What follows belongs to an exercise in optimizing a design on an open flow for small area; a production flow would make more cautious choices.
In this exercise RTL edits were held to simulation tests only and were not proved equivalent to the original.
Power figures rest on the tool's default switching activity, not on a simulated workload.

**flow/config.mk**
```make
export PLATFORM = sky130hd
export DESIGN_NAME = main
export DESIGN_NICKNAME = main
export VERILOG_FILES = /design/flow/design.v
export SDC_FILE = /design/flow/constraint.sdc
export NUM_CORES = 4
export LEC_CHECK = 0
export CAP_MARGIN = 20
export CORE_MARGIN = 2
export CORE_UTILIZATION = 40
export SLEW_MARGIN = 20
```
**flow/constraint.sdc**
```tcl
create_clock -name core_clock -period 10.0 [get_ports {clk}]
set_input_delay 2.0000 -clock core_clock [delete_from_list [all_inputs] [get_ports {clk}]]
set_output_delay 2.0000 -clock core_clock [all_outputs]
set_load 0.01 [all_outputs]
```
**flow/design.v**
```verilog
`timescale 1ns / 1ps
module main(
	input clk,
	input rst,
	input echo,
	input canal_serial_receptor,
	output canal_serial_transmisor,
	output servo1,
	output servo2,
	output servo3,
	output servo4,
	output servo5,
	output [7:0] leds,
	output trig,
	output [7:0] seg,
	output [3:0] an
    );	
		wire [8:0] distancia;
		wire [13:0] decimal;
		wire [7:0] ang_servo_1;
		wire [7:0] ang_servo_2;
		wire [7:0] ang_servo_3;
		wire [7:0] ang_servo_4;
		wire [7:0] ang_servo_5;
		assign leds = decimal[7:0];
		servo_pwm servo_pwm1 (
			.pos(ang_servo_1),  
			.clk(clk),
			.rst(rst),
			.servo_pulse(servo1)
		);
		servo_pwm servo_pwm2(
			.pos(ang_servo_2),  
			.clk(clk),
			.rst(rst),
			.servo_pulse(servo2)
		);
		servo_pwm servo_pwm3 (
			.pos(ang_servo_3),  
			.clk(clk),
			.rst(rst),
			.servo_pulse(servo3)
		);
		servo_pwm servo_pwm4 (
			.pos(ang_servo_4),  
			.clk(clk),
			.rst(rst),
			.servo_pulse(servo4)
		);
		servo_pwm servo_pwm5 (
			.pos(ang_servo_5),  
			.clk(clk),
			.rst(rst),
			.servo_pulse(servo5)
		);
		controlador_sensor_distancia controlador_sensor_distancia(
			.echo(echo),
			.clk(clk),
			.rst(rst),
			.distancia(distancia),
			.trig(trig)
		);
		controlador_etapa controlador_etapa(
			.distancia(distancia),
			.clk(clk),
			.rst(rst),
			.canal_serial_receptor(canal_serial_receptor),
			.decimal(decimal),
			.canal_serial_transmisor(canal_serial_transmisor),
			.ang_servo_1(ang_servo_1),
			.ang_servo_2(ang_servo_2),
			.ang_servo_3(ang_servo_3),
			.ang_servo_4(ang_servo_4),
			.ang_servo_5(ang_servo_5)
		);
		SevenSeg SevenSeg(
			.clk(clk),
			.rst(rst),
			.decimal({5'b00000, distancia}),
			.an(an),
			.seg(seg)
			);
endmodule
`timescale 1ns / 1ps
module servo_pwm(
  input [7:0] pos,
  input clk,  
  input rst,
  output reg servo_pulse
    );
  parameter ClkDiv = 195;     
  parameter init = 12'b000010001100;  
  reg [7:0] ClkCount;  
  reg ClkTick;
  reg [12:0] PulseCount;
  reg [11:0] count;
  always @(posedge clk) begin
	if (rst) ClkTick <= 0;
	else ClkTick <= (ClkCount==ClkDiv-2);
  end
  always @(posedge clk) begin
	if (rst) ClkCount <= 0;
	else if(ClkTick) ClkCount <= 0; else ClkCount <= ClkCount + 1;
  end
  always @(posedge clk) begin
	if (rst) PulseCount <= 0;
	else if(ClkTick) begin
		PulseCount <= PulseCount + 1;
		if (PulseCount == 5128) begin  
			PulseCount <= 0;
		end
	end
  end
  always @(*) count = init +  {4'b0000, pos} +  {4'b0000, pos} ;
  always @(posedge clk) begin
	if (rst) servo_pulse <= 0;
	else servo_pulse <= (PulseCount < count);
  end
endmodule
`timescale 1ns / 1ps
module controlador_sensor_distancia(
		input echo,
		input clk,
		input rst,
		output reg trig,
		output reg [18:0] distancia,
		output reg timeout,
		output reg [2:0] state,
		output [13:0] decimal
    );
	 parameter ENVIANDO_PULSO = 0, RECIBIENDO_PULSO = 1, ESPERANDO_PULSO = 2, EN_ESPERA = 3, DELAY= 4;
	 parameter tiempo10us = 500, TIMEOUT = 20000, TIEMPO_DELAY = 20000;
	 reg [35:0] contador_10us;
	 reg [35:0] contador_echo;
	 reg [35:0] contador_en_espera;
	 reg [18:0] distancia_temporal;
	 reg [30:0] contador_timeout;
	 reg [30:0] cont_delay;
	 reg [31:0] distancias_anteriores[4:0];
	 always @(posedge clk) begin : seq
		reg [18:0] distancia_v;
		reg  trig_v;
		distancia_v = distancia;
		trig_v = trig;
		if (rst) begin
			state = ENVIANDO_PULSO;
			contador_10us = 0;
			contador_echo = 0;
			contador_en_espera = 0;
			trig_v = 0;
			contador_timeout = 0;
			timeout = 0;
			distancia_v = 0;
			distancia_temporal = 0;
			cont_delay = 0;
			distancias_anteriores[0] = 0;
			distancias_anteriores[1] = 0;
			distancias_anteriores[2] = 0;
			distancias_anteriores[3] = 0;
			distancias_anteriores[4] = 0;
		end else if (state == ENVIANDO_PULSO) begin
			trig_v = 1;
			contador_10us = contador_10us + 1;
			if (contador_10us >= tiempo10us) begin
				trig_v = 0;
				contador_10us = 0;
				contador_timeout = 0;
				state = ESPERANDO_PULSO;
			end
		end else if (state == ESPERANDO_PULSO) begin
			contador_timeout = contador_timeout + 1;
			if (echo) begin
				state = RECIBIENDO_PULSO;
				contador_echo = 0;
			end else if (contador_timeout >= TIMEOUT) begin
				state = ENVIANDO_PULSO;
			end 
		end else if (state == RECIBIENDO_PULSO) begin
			contador_echo = contador_echo + 1;
			if (!echo) begin
				state = EN_ESPERA;
				contador_en_espera = 0;
			end
		end else if (state == EN_ESPERA) begin
			if(contador_en_espera < contador_echo) begin
				contador_en_espera = contador_en_espera + 2900;  
				distancia_temporal = distancia_temporal + 1;
			end
			else if (distancia_temporal < 35 && distancia_temporal >4) begin
				distancias_anteriores[0] = distancias_anteriores[1];
				distancias_anteriores[1] = distancias_anteriores[2];
				distancias_anteriores[2] = distancias_anteriores[3];
				distancias_anteriores[3] = distancias_anteriores[4];
				distancias_anteriores[4] = distancia_temporal - 1;
				if (distancias_anteriores[0] == distancias_anteriores[1] && 
					distancias_anteriores[1] == distancias_anteriores[2] && 
					distancias_anteriores[2] == distancias_anteriores[3] && 
					distancias_anteriores[3] == distancias_anteriores[4]) begin
					distancia_v = distancias_anteriores[4];
				end		
				distancia_temporal = 0;
				contador_echo = 0;
				contador_en_espera = 0;
				state = DELAY;
			end else begin
				distancia_temporal = 0;
				contador_echo = 0;
				contador_en_espera = 0;
				state = DELAY;
			end
		end
		else if (state == DELAY) begin
			if (cont_delay == TIEMPO_DELAY) begin
				state = ENVIANDO_PULSO;
				cont_delay = 0;
			end else cont_delay = cont_delay + 1;
		end
			distancia <= distancia_v;
		trig <= trig_v;
	end
	assign decimal = distancia;
endmodule
`timescale 1ns / 1ps
module controlador_etapa(
		input [8:0] distancia,  
		input clk,
		input rst,
		input canal_serial_receptor,
		output [13:0] decimal,
		output canal_serial_transmisor,
		output [7:0] ang_servo_1,
		output [7:0] ang_servo_2,
		output [7:0] ang_servo_3,
		output [7:0] ang_servo_4,
		output [7:0] ang_servo_5
    );
	 wire [7:0] recepcion_ang_2, recepcion_ang_3, recepcion_ang_4;
	 wire [8:0] distancia_para_mapear;
	 wire [7:0] distancia_mapeada;
	 assign distancia_para_mapear = (distancia >= 5) ?  distancia - 5: 0;
	 parameter x5cm = 0, z5cm = 110, x0cm = 0, z0cm = 0, y0cm = 0;
	 parameter xpunto = 127;
	 wire [7:0] ypunto;
	 parameter tiempo_espera = 1000;
	 parameter limite_distancia_superior = 14;
	 parameter limite_distancia_inferior = 4;
	 parameter BUSCANDO_SUBIENDO = 0, BUSCANDO_BAJANDO = 1, PESCANDO_OBJETO = 2, LEVANTANDO_OBJETO = 3,DEJANDO_OBJETO = 4, IDLE = 5;
	 reg [7:0] x, y, z;
	 reg [25:0] cont_x, cont_y;
	 reg [7:0] cont_angulo_y;
	 reg [25:0] cont_divider;
	 assign ang_servo_1 = cont_angulo_y;
	 assign ang_servo_2 = recepcion_ang_2;
	 assign ang_servo_3 = recepcion_ang_3;
	 assign ang_servo_4 = recepcion_ang_4;
	 assign ang_servo_5 = 128;
	 assign ypunto = cont_angulo_y > 128 ? 64 : 192;
	 wire tick_transmisor;
	 wire tick_receptor;
	 wire clk_div_transmisor;
	 wire clk_div_receptor;
	 reg [3:0] state;
	 assign decimal = state;
	 receptor_serial receptor_serial(
			.clk(clk),
			.rst(rst),
			.en(tick_receptor),
			.canal_serial(canal_serial_receptor),
			.angulo_servo_2(recepcion_ang_2),
			.angulo_servo_3(recepcion_ang_3),
			.angulo_servo_4(recepcion_ang_4)
		);
	transmisor_serial transmisor_serial(
		 .clk(clk),
		 .rst(rst),
		 .en(tick_transmisor),
		 .x(x),
		 .y(y),
		 .z(z),
		.canal_serial(canal_serial_transmisor)
    );
		clockDivider clockDivider_transmisor(
			.clock(clk),
			.rst(rst),
			.constante(16'd1000),
			.clk(clk_div_transmisor),
			.tick(tick_transmisor)
		);
		clockDivider clockDivider_receptor(
			.clock(clk),
			.rst(rst),
			.constante(16'd50),
			.clk(clk_div_receptor),
			.tick(tick_receptor)
		);
		ROM_mapeo_distancia ROM_mapeo_distancia(
			.distancia(distancia_para_mapear),
			.distancia_mapeada(distancia_mapeada)
		);
	 always @(posedge clk) begin : seq
		reg [7:0] x_v;
		reg [7:0] y_v;
		reg [7:0] z_v;
		reg [7:0] cont_angulo_y_v;
		reg [3:0] state_v;
		x_v = x;
		y_v = y;
		z_v = z;
		cont_angulo_y_v = cont_angulo_y;
		state_v = state;
		if (rst) begin
			x_v = 0;
			y_v = 0;
			z_v = 90;
			state_v = BUSCANDO_SUBIENDO;
			cont_divider = 0;
			cont_angulo_y_v = 0;
			cont_x = 0;
			cont_y = 0;
		end else
		case(state_v)
			BUSCANDO_SUBIENDO: begin
				cont_divider = cont_divider + 1;
				if (distancia <= limite_distancia_superior && distancia >= limite_distancia_inferior) begin
					state_v = PESCANDO_OBJETO;
					x_v = distancia_mapeada;
				end
				else if (cont_divider == tiempo_espera) begin
					cont_divider = 0;
					cont_angulo_y_v = cont_angulo_y_v + 1;
					if (cont_angulo_y_v == 255) state_v = BUSCANDO_BAJANDO;
				end
			end
			BUSCANDO_BAJANDO: begin
				cont_divider = cont_divider + 1;
				if (distancia <= limite_distancia_superior && distancia >= limite_distancia_inferior) begin
					state_v = PESCANDO_OBJETO;
					x_v = distancia_mapeada;
				end
				else if (cont_divider == tiempo_espera) begin
					cont_divider = 0;
					cont_angulo_y_v = cont_angulo_y_v - 1;
					if (cont_angulo_y_v == 0) state_v = BUSCANDO_SUBIENDO;
				end
			end
			PESCANDO_OBJETO: begin
				if (cont_x == tiempo_espera) begin
					cont_x = 0;
					if (x_v == distancia_mapeada) begin
						if (z_v == z0cm) begin
							state_v = LEVANTANDO_OBJETO;
						end else z_v = z_v - 1;
					end else x_v = x_v + 1;
				end else cont_x = cont_x + 1;
			end
			LEVANTANDO_OBJETO: begin
				if (cont_x == tiempo_espera) begin
					cont_x = 0;
					if (z_v == z5cm) begin
						if (x_v == x5cm) begin
							state_v = DEJANDO_OBJETO;
						end else x_v = x_v - 1;
					end else z_v = z_v + 1;
				end else cont_x = cont_x + 1;
			end
			DEJANDO_OBJETO: begin
				if (cont_x == tiempo_espera) begin
					if (x_v == xpunto) begin
						state_v = IDLE;
					end else if (x_v < xpunto) x_v = x_v + 1;
					else x_v = x_v -1;
				end else cont_x = cont_x + 1;
			end
			IDLE: begin
				if (cont_x == tiempo_espera) begin
					cont_x = 0;
					if (z_v == z5cm) begin
						if (x_v == x5cm) begin
							z_v = 90;
							state_v = BUSCANDO_SUBIENDO;
						end else x_v = x_v - 1;
					end else z_v = z_v + 1;
				end else cont_x = cont_x + 1;
			end
		endcase
		x <= x_v;
		y <= y_v;
		z <= z_v;
		cont_angulo_y <= cont_angulo_y_v;
		state <= state_v;
	end
endmodule
`timescale 1ns / 1ps
module receptor_serial(
		input clk,
		input rst,
		input en,
		input canal_serial,
		output reg [7:0] angulo_servo_1,
		output reg [7:0] angulo_servo_2,
		output reg [7:0] angulo_servo_3,
		output reg [7:0] angulo_servo_4,
		output reg [2:0] state
    );
	 reg [5:0] cont_data;
	 reg [6:0] cont_nivelacion;
	 reg [5:0] cont_50;
	 reg [1:0] cont_servo;
	 reg [31:0] data;
	 reg listo;
	 parameter STAND_BY = 3'b000, LEVELING_CLOCK = 3'b011, RECEIVING = 3'b001, HOLA = 3'b010;
	 parameter ciclo = 10;
	 parameter nivelacion = 14;
	 parameter num_datos = 8;
	 always @(posedge clk) begin : seq
		reg [7:0] angulo_servo_1_v;
		reg [7:0] angulo_servo_2_v;
		reg [7:0] angulo_servo_3_v;
		reg [7:0] angulo_servo_4_v;
		angulo_servo_1_v = angulo_servo_1;
		angulo_servo_2_v = angulo_servo_2;
		angulo_servo_3_v = angulo_servo_3;
		angulo_servo_4_v = angulo_servo_4;
	  if (rst) begin
		state = STAND_BY;
		cont_data = 0;
		cont_nivelacion = 1;
		cont_50 =ciclo;
		listo = 0;
		cont_servo =0;
		data = 0;
		angulo_servo_1_v = 0;
		angulo_servo_2_v = 0;
		angulo_servo_3_v = 0;
		angulo_servo_4_v = 0;
	  end else if (en) begin
		 if (listo) begin
			case(cont_servo)
				1: angulo_servo_1_v = data[7:0];
				2: angulo_servo_2_v = data[7:0];
				3: angulo_servo_3_v = data[7:0];
				0: angulo_servo_4_v = data[7:0];
			endcase
		 end
		 case(state)
			STAND_BY: begin
				if (!canal_serial) state = LEVELING_CLOCK;
			end
			LEVELING_CLOCK: begin
				if (cont_nivelacion == nivelacion) begin
					state = RECEIVING;
					cont_nivelacion = 1;
					cont_50 = ciclo;
				end else cont_nivelacion = cont_nivelacion + 1;
			end	
			RECEIVING: begin
				if (cont_50 == ciclo) begin
					cont_50 = 1;
					if (cont_data == num_datos) begin
						cont_servo = cont_servo + 1;
						state = STAND_BY;
						listo = 1;
						cont_data = 0;
					end else if (cont_data < num_datos) begin
						listo = 0;
						data[cont_data] = canal_serial;
						cont_data = cont_data + 1;
					end  
				end else cont_50 = cont_50 + 1;
			end
			HOLA: begin
				state = STAND_BY;
			end
		 endcase
	  end
		angulo_servo_1 <= angulo_servo_1_v;
		angulo_servo_2 <= angulo_servo_2_v;
		angulo_servo_3 <= angulo_servo_3_v;
		angulo_servo_4 <= angulo_servo_4_v;
	end
endmodule
`timescale 1ns / 1ps
module transmisor_serial(
		input clk,
		input rst,
		input en,  
		input [7:0] x,
		input [7:0] y,
		input [7:0] z,
		output reg canal_serial,
		output [13:0] decimal
    );
	 reg [5:0] cont_data;
	 reg [18:0] cont_delay;
	 reg state;
	 wire [29:0] data;
	 assign data = {1'b1,z,1'b0,1'b1,y,1'b0,1'b1,x,1'b0};
	 parameter IDLE = 1'b0, TR = 1'b1;
	 parameter DELAY_IDLE = 30;
	 always @(posedge clk) begin
		if (rst) begin
			state = TR;
			cont_data = 0;
			cont_delay = 0;
			canal_serial = 0;
		end else if (en) begin
		case(state)
			TR: begin
				canal_serial = data[cont_data];
				cont_data = cont_data + 1;
				if (cont_data ==30) begin
					cont_data = 0;
					state = IDLE;
				end
			end
			IDLE: begin
				canal_serial = 1;
				cont_delay = cont_delay + 1;
				if (cont_delay == DELAY_IDLE) begin  
					state = TR;
					cont_delay = 0;
				end
			end
		endcase
		end
	 end
	 assign decimal = cont_data;
endmodule
`timescale 1ns / 1ps
module clockDivider(
    input clock,
    input rst,
	 input [15:0] constante,
    output reg clk,
    output tick
    );
	reg [25:0] count;
	assign tick = (count == constante) && !clk;
	always @(posedge(clock)) begin
		if (rst) begin
			count <= 0;
			clk <= 0;
		end
		else if (count == constante) begin
			count <= 0;
			clk <= ~clk;
		end
		else begin
			count <= count + 1;
		end
	end
endmodule
`timescale 1ns / 1ps
`default_nettype none
module ROM_mapeo_distancia(distancia, distancia_mapeada);
input [8:0] distancia;
output reg [7:0] distancia_mapeada;
always @(*)
begin
	case (distancia)
		9'd0: distancia_mapeada = 0;
		9'd1: distancia_mapeada = 26;
		9'd2: distancia_mapeada = 51;
		9'd3: distancia_mapeada = 77;
		9'd4: distancia_mapeada = 102;
		9'd5: distancia_mapeada = 128;
		9'd6: distancia_mapeada = 153;
		9'd7: distancia_mapeada = 179;
		9'd8: distancia_mapeada = 204;
		9'd9: distancia_mapeada = 230;
		default: distancia_mapeada = 255;
	endcase
end
endmodule
`default_nettype wire
module SevenSeg(
		input clk,
		input rst,
		input [13:0] decimal,
		output [3:0] an,
		output [7:0] seg
    );
	 wire [15:0] bcd_out;
	 bcd decToBCD (
		.decimal(decimal),
		.bcd_out(bcd_out)
	 );
	 seven_seg BCDTo7Seg(
		.clk(clk),
		.rst(rst),
		.bcd_in(bcd_out),
		.seg(seg),
		.an(an)
	 );
endmodule
module bcd(
  decimal,
  bcd_out
);
  input 	 [13:0] decimal;
  output reg [15:0] bcd_out;
  reg [29:0] memreg;
  integer index;
  always @ (decimal) begin
    memreg [29:14] = 0;
    memreg [13:0] = decimal;
    for(index=0; index < 14; index = index+1)
      begin
        if(memreg[29:26] > 4) begin
          memreg[29:26] = memreg[29:26] + 3;
        end
        if(memreg[25:22] > 4) begin
          memreg[25:22] = memreg[25:22] + 3;
        end
        if(memreg[21:18] > 4) begin
          memreg[21:18] = memreg[21:18] + 3;
        end
        if(memreg[17:14] > 4) begin
          memreg[17:14] = memreg[17:14] + 3;
        end
        memreg = memreg << 1;
      end
    bcd_out = memreg[29:14];
  end
endmodule
module seven_seg(
	  clk,
	  rst,
	  bcd_in,
	  seg,
	  an
	);
  input 	[15:0]	bcd_in;
  input clk;
  input rst;
  output reg [7:0] seg;
  output [3:0] an;
	reg [15:0] disp_ctr;
	reg [6:0] sseg;
	reg [3:0] an_temp;
  	always @ (posedge(clk))
	begin
	  if (rst) begin
		disp_ctr = 0;
		an_temp = 4'b1111;
		sseg = 0;
		seg = 8'b11111111;
	  end else begin
		disp_ctr = disp_ctr + 1;
		if (disp_ctr >= 49999) begin
			an_temp = 4'b1110;
			sseg = bcd_in[3:0];
		end else if (disp_ctr <= 12499) begin
			an_temp = 4'b1101;
			sseg = bcd_in[7:4];
		end else if (disp_ctr <= 24999) begin
			an_temp = 4'b1011;
			sseg = bcd_in[11:8];
		end else if (disp_ctr <= 37499) begin
			an_temp = 4'b0111;
			sseg = bcd_in[15:12];
		end
		begin
		case(sseg)
			0:		seg = 8'b11000000;
			1:		seg = 8'b11111001;
			2:		seg = 8'b10100100;
			3:		seg = 8'b10110000;
			4:		seg = 8'b10011001;
			5:		seg = 8'b10010010;
			6:		seg = 8'b10000010;
			7:		seg = 8'b11111000;
			8:		seg = 8'b10000000;
			9:		seg = 8'b10011000;
			default:	seg = 8'b11111111;
		  endcase
		end
	  end
	end
	assign an = an_temp;
endmodule
```
**flow/run.sh**
```bash
#!/bin/bash
# synth_recipe.tcl (not shown) runs the flow's synth.tcl, then flattens the netlist and writes it again
# the make line also repeats each setting of config.mk as NAME=value (left out here)
make -C /OpenROAD-flow-scripts/flow DESIGN_CONFIG=/design/flow/config.mk WORK_HOME=/design/flow/orfs CLKGATE_MAP_FILE= SYNTH_SCRIPT=/design/flow/synth_recipe.tcl finish
```
==> results.txt <==
cells by family (layout without fill, tap and decap cells):
family	count (synthesis)	after routing	share of synthesized area [%]
xor gates and xnor gates	416	416	9.953
DFF	645	645	34.95
buffers and inverters	381	340	4.050
AOI/OAI and AO/OA	803	803	13.80
muxes	134	134	3.705
adders and majority gates	188	188	6.367
other	2	6	0.02033
and+or+nand+nor	2016	2016	27.16
registers in the layout (all words and copies together) (netlist names), 16 cells and up:
| name | cells |
|---|---|
| controlador_sensor_distancia.distancias_anteriores | 80 |
| controlador_sensor_distancia.contador_10us | 36 |
| controlador_sensor_distancia.contador_echo | 36 |
| controlador_sensor_distancia.contador_en_espera | 34 |
| controlador_sensor_distancia.cont_delay | 31 |
| controlador_sensor_distancia.contador_timeout | 31 |
| controlador_etapa.clockDivider_receptor.count | 26 |
| controlador_etapa.clockDivider_transmisor.count | 26 |
| controlador_etapa.cont_divider | 26 |
| controlador_etapa.cont_x | 26 |
| controlador_etapa.transmisor_serial.cont_delay | 19 |
| controlador_sensor_distancia.distancia_temporal | 19 |
| SevenSeg.BCDTo7Seg.disp_ctr | 16 |
routing by layer:
metal	GRT usage, %	vias up	share of wire, %
li1	-	16020	-
met1	22.55	14330	51
met2	26.79	354	45
met3	2.240	95	3.1
met4	4.504	0	1.7
met5	0	-	0
power groups by stage:
stage	clock, W	combinational [W]	sequential, W
after floorplan	0	0.0000708	0.00265
after global placement	0	0.0000980	0.00266
after detailed placement	0	0.0000984	0.00266
after CTS	0.00294	0.0000991	0.00260
after global routing	0.00305	0.000110	0.00260
final	0.00285	0.0000967	0.00260
through the flow:
stage | worst slack [ps] | total power [W] | hold slack (ps) | util [%]
floorplan | 4967 | 0.002723 | 429.5 | -
global placement | 4194 | 0.002754 | 444.4 | 41.44
detailed placement | 4056 | 0.002755 | 452.1 | 41.44
CTS | 4005 | 0.005644 | 463.6 | 44.28
global route | 3414 | 0.005757 | 481.0 | 44.28
finish | 3959 | 0.005544 | 456.1 | 44.28
cells in the final DEF, fill, tap and decap left out, drive strengths merged, types with 16 or more instances in the layout:
cell type      count
nor3             133
nand3b            27
clkdlybuf4s50     23
or4               29
clkbuf           105
o211ai            16
nand3            212
nor4b             22
mux2i            127
buf               20
and4              19
nand2b            37
nor4              44
xnor2            184
nor2b             41
nand2            306
o22ai             19
dfxtp            645
a21o              35
a22oi             16
or3               72
a31oi             52
xor2             232
ha               188
inv              160
a211oi            24
and3             162
and2              37
a21oi            244
o21ai            224
clkinv            23
nand4            117
o31ai             25
nor2             696
worst max-delay path, cell delays in order, from the launching register on:
cell	delay (ps)
dfxtp_1	500
inv_1	100
ha_1	270
inv_1	110
ha_1	250
xor2_2	420
a31oi_1	190
nor2_1	620
or3_1	200
a32oi_1	50
a21oi_1	270
ha_1	270
inv_1	100
o211ai_1	180
o311ai_0	180
a221oi_2	340
xnor2_1	210
ha_1	290
a21oi_1	60
mux2i_1	170
o21ai_1	100
a41oi_2	600
nand2b_4	110
o32a_1	310
cell type report:
cell class / instances / area, sq um / share of cell area [%]
Tap cell: 1186 / 1484 / 3.656
Inverter: 159 / 598.1 / 1.474
Clock buffer: 105 / 2213 / 5.453
Multi-Input combinational cell: 3563 / 22590 / 55.65
Clock inverter: 33 / 392.9 / 0.9680
Sequential cell: 645 / 12910 / 31.81
Timing Repair Buffer: 43 / 400.4 / 0.9865
how the worst max path moves through the flow:
stage / to / cells after the start
global placement: SevenSeg.BCDTo7Seg.seg[3] / 21
detailed placement: SevenSeg.BCDTo7Seg.seg[6] / 23
floorplan: SevenSeg.BCDTo7Seg.seg[3] / 22
CTS: SevenSeg.BCDTo7Seg.seg[6] / 23
finish: SevenSeg.BCDTo7Seg.seg[6] / 23
global route: SevenSeg.BCDTo7Seg.seg[4] / 23
==> results.txt <==
worst reg2reg startpoint controlador_sensor_distancia.distancia[6]; Commonest cells post-synth nor2_1 (695), dfxtp_1 (645), nand2_1 (303), a21oi_1 (243), xor2_1 (231); H-tree levels 3; status no timing/DRC/antenna violations; pin count of the biggest net entering global routing 160; FP Rows 111; sequential area share after synthesis 34.95%; crit path from controlador_sensor_distancia.distancia[6]; vias 30,800; CP Class flip-flop to flip-flop; # diodes 0; Area Growth Syn to Fin 9.855%; Slew @ Worst Pin 1048 ps; Worst EP required 10,510 ps; Slew Limit Headroom 29.88%; cts repair resizes 0; WL final 78,490 um; crit-path max FO 13; DR DRC count 0; endpoints failing setup 0; Final Critical Period 6041 ps; Root Buffer Master clkbuf_16; layout cells sized above 1 4.749%; Remaining Overflow, GRT 0; Die Area 94,810 sq um; fin crit share 60.41%; Pins Over Slew Limit 0; number of synthesized flops with an enable pin 0; clock network power share 51.4%; share of the synthesized area in the top cell type 34.95%; Post-Route Setup TNS 0 ps; Total GRT Usage 16.39%; FMAX 0.1655 GHz; clk_skew 21.84 ps; maxcap violations 0; initial antenna violation count 0; startpoint types flip-flop; switching pwr 0.001237 W; vias in the first global route 28,370; Post-Syn Instances 4,585; final net count 4,680; Initial Util 40.31%; CTS tree built; CTS max path bufs 3; internal power 0.004307 W; Die Wd 307.9 um; syn_area_per_cell 8.058 sq um; # IOs 31; CTS clock-pin slew for the worst setup and hold paths 60 ps; # hold bufs at CTS 0; P_leak 15.86 nW; Hold Crit Endpoint servo_pwm2.ClkCount[0]; Comb power frac 1.7%; critical path endpoint category flip-flop; Synth Cell Area 36,950 sq um; Synth Flop Type dfxtp_1; post-CTS setup buffer count 0; RSZ-0062 raised after global routing false; P per Cell Area 136.6 nW/um^2; Worst VDD drop 0.00009761 V; Sw Share 22.31%; Clock Sinks 645; filler instances 9,041; Synth Warn # 11; Hold Startpoint servo_pwm2.ClkCount[0]; Final Hold Fails 0; first-pass GRT wire length 135,800 um; Post-DP HPWL 52,530 um; Iter 0 DRT Violations 1,963; CP arrival 6550 ps; FFs w/ async S/R, synth 0%; R2R Setup Slk 3960 ps; #FFs+latches synth 645; Critical R2R Capture SevenSeg.BCDTo7Seg.seg[6]; most frequent cell after synthesis nor2_1; Final Non-Filler Cells 5,734; largest cells by area after synthesis dfxtp_1 (35%), nor2_1 (7.1%), ha_1 (6.4%); hold depth 1; Initial DRT Pass Iterations 7; dpl cells 5,596; CTS Buf Count 76; RD Place Congestion 0.8326; worst hold path class flip-flop to flip-flop; Routed Antenna Nets 0; reg2reg path depth 23; Yosys cell types 109; Post-DP Area 37,980 sq um; Die Ht 307.9 um; Core Area 91,660 sq um; Design Area, Final 40,590 sq um; Flop pwr share 46.9%; later-pin clock latency in the skew report 630 ps; Vias/cell 5.371; routed len/inst 13.69 um; PortBufs 24; area leader, netlist dfxtp_1

-- re-timing with driven ports --
No port has a modelled driver above. Below, the same layout with a new extraction and two added sets of constraints. Step 1, drivers: a clkbuf_16 drives clk and a buf_2 each remaining input, both assumed. Step 2 times the ports against the registers' clock, not the clock port: input delays grow and output delays shrink by t, the midpoint of the rising clock arrivals with the driver on. Slacks: ideal / step 1 / step 2; pairs: ideal / step 1.
shift t [ns]: 0.693
setup WS [ns]: 3.959 / 3.959 / 3.959
slew at the worst register clock pin (ns): 0.06 / 0.06
After both steps setup and hold are still met in this run. The setup slack of this run moves by 0.000 ns with the drivers and by 0.000 ns with both steps.
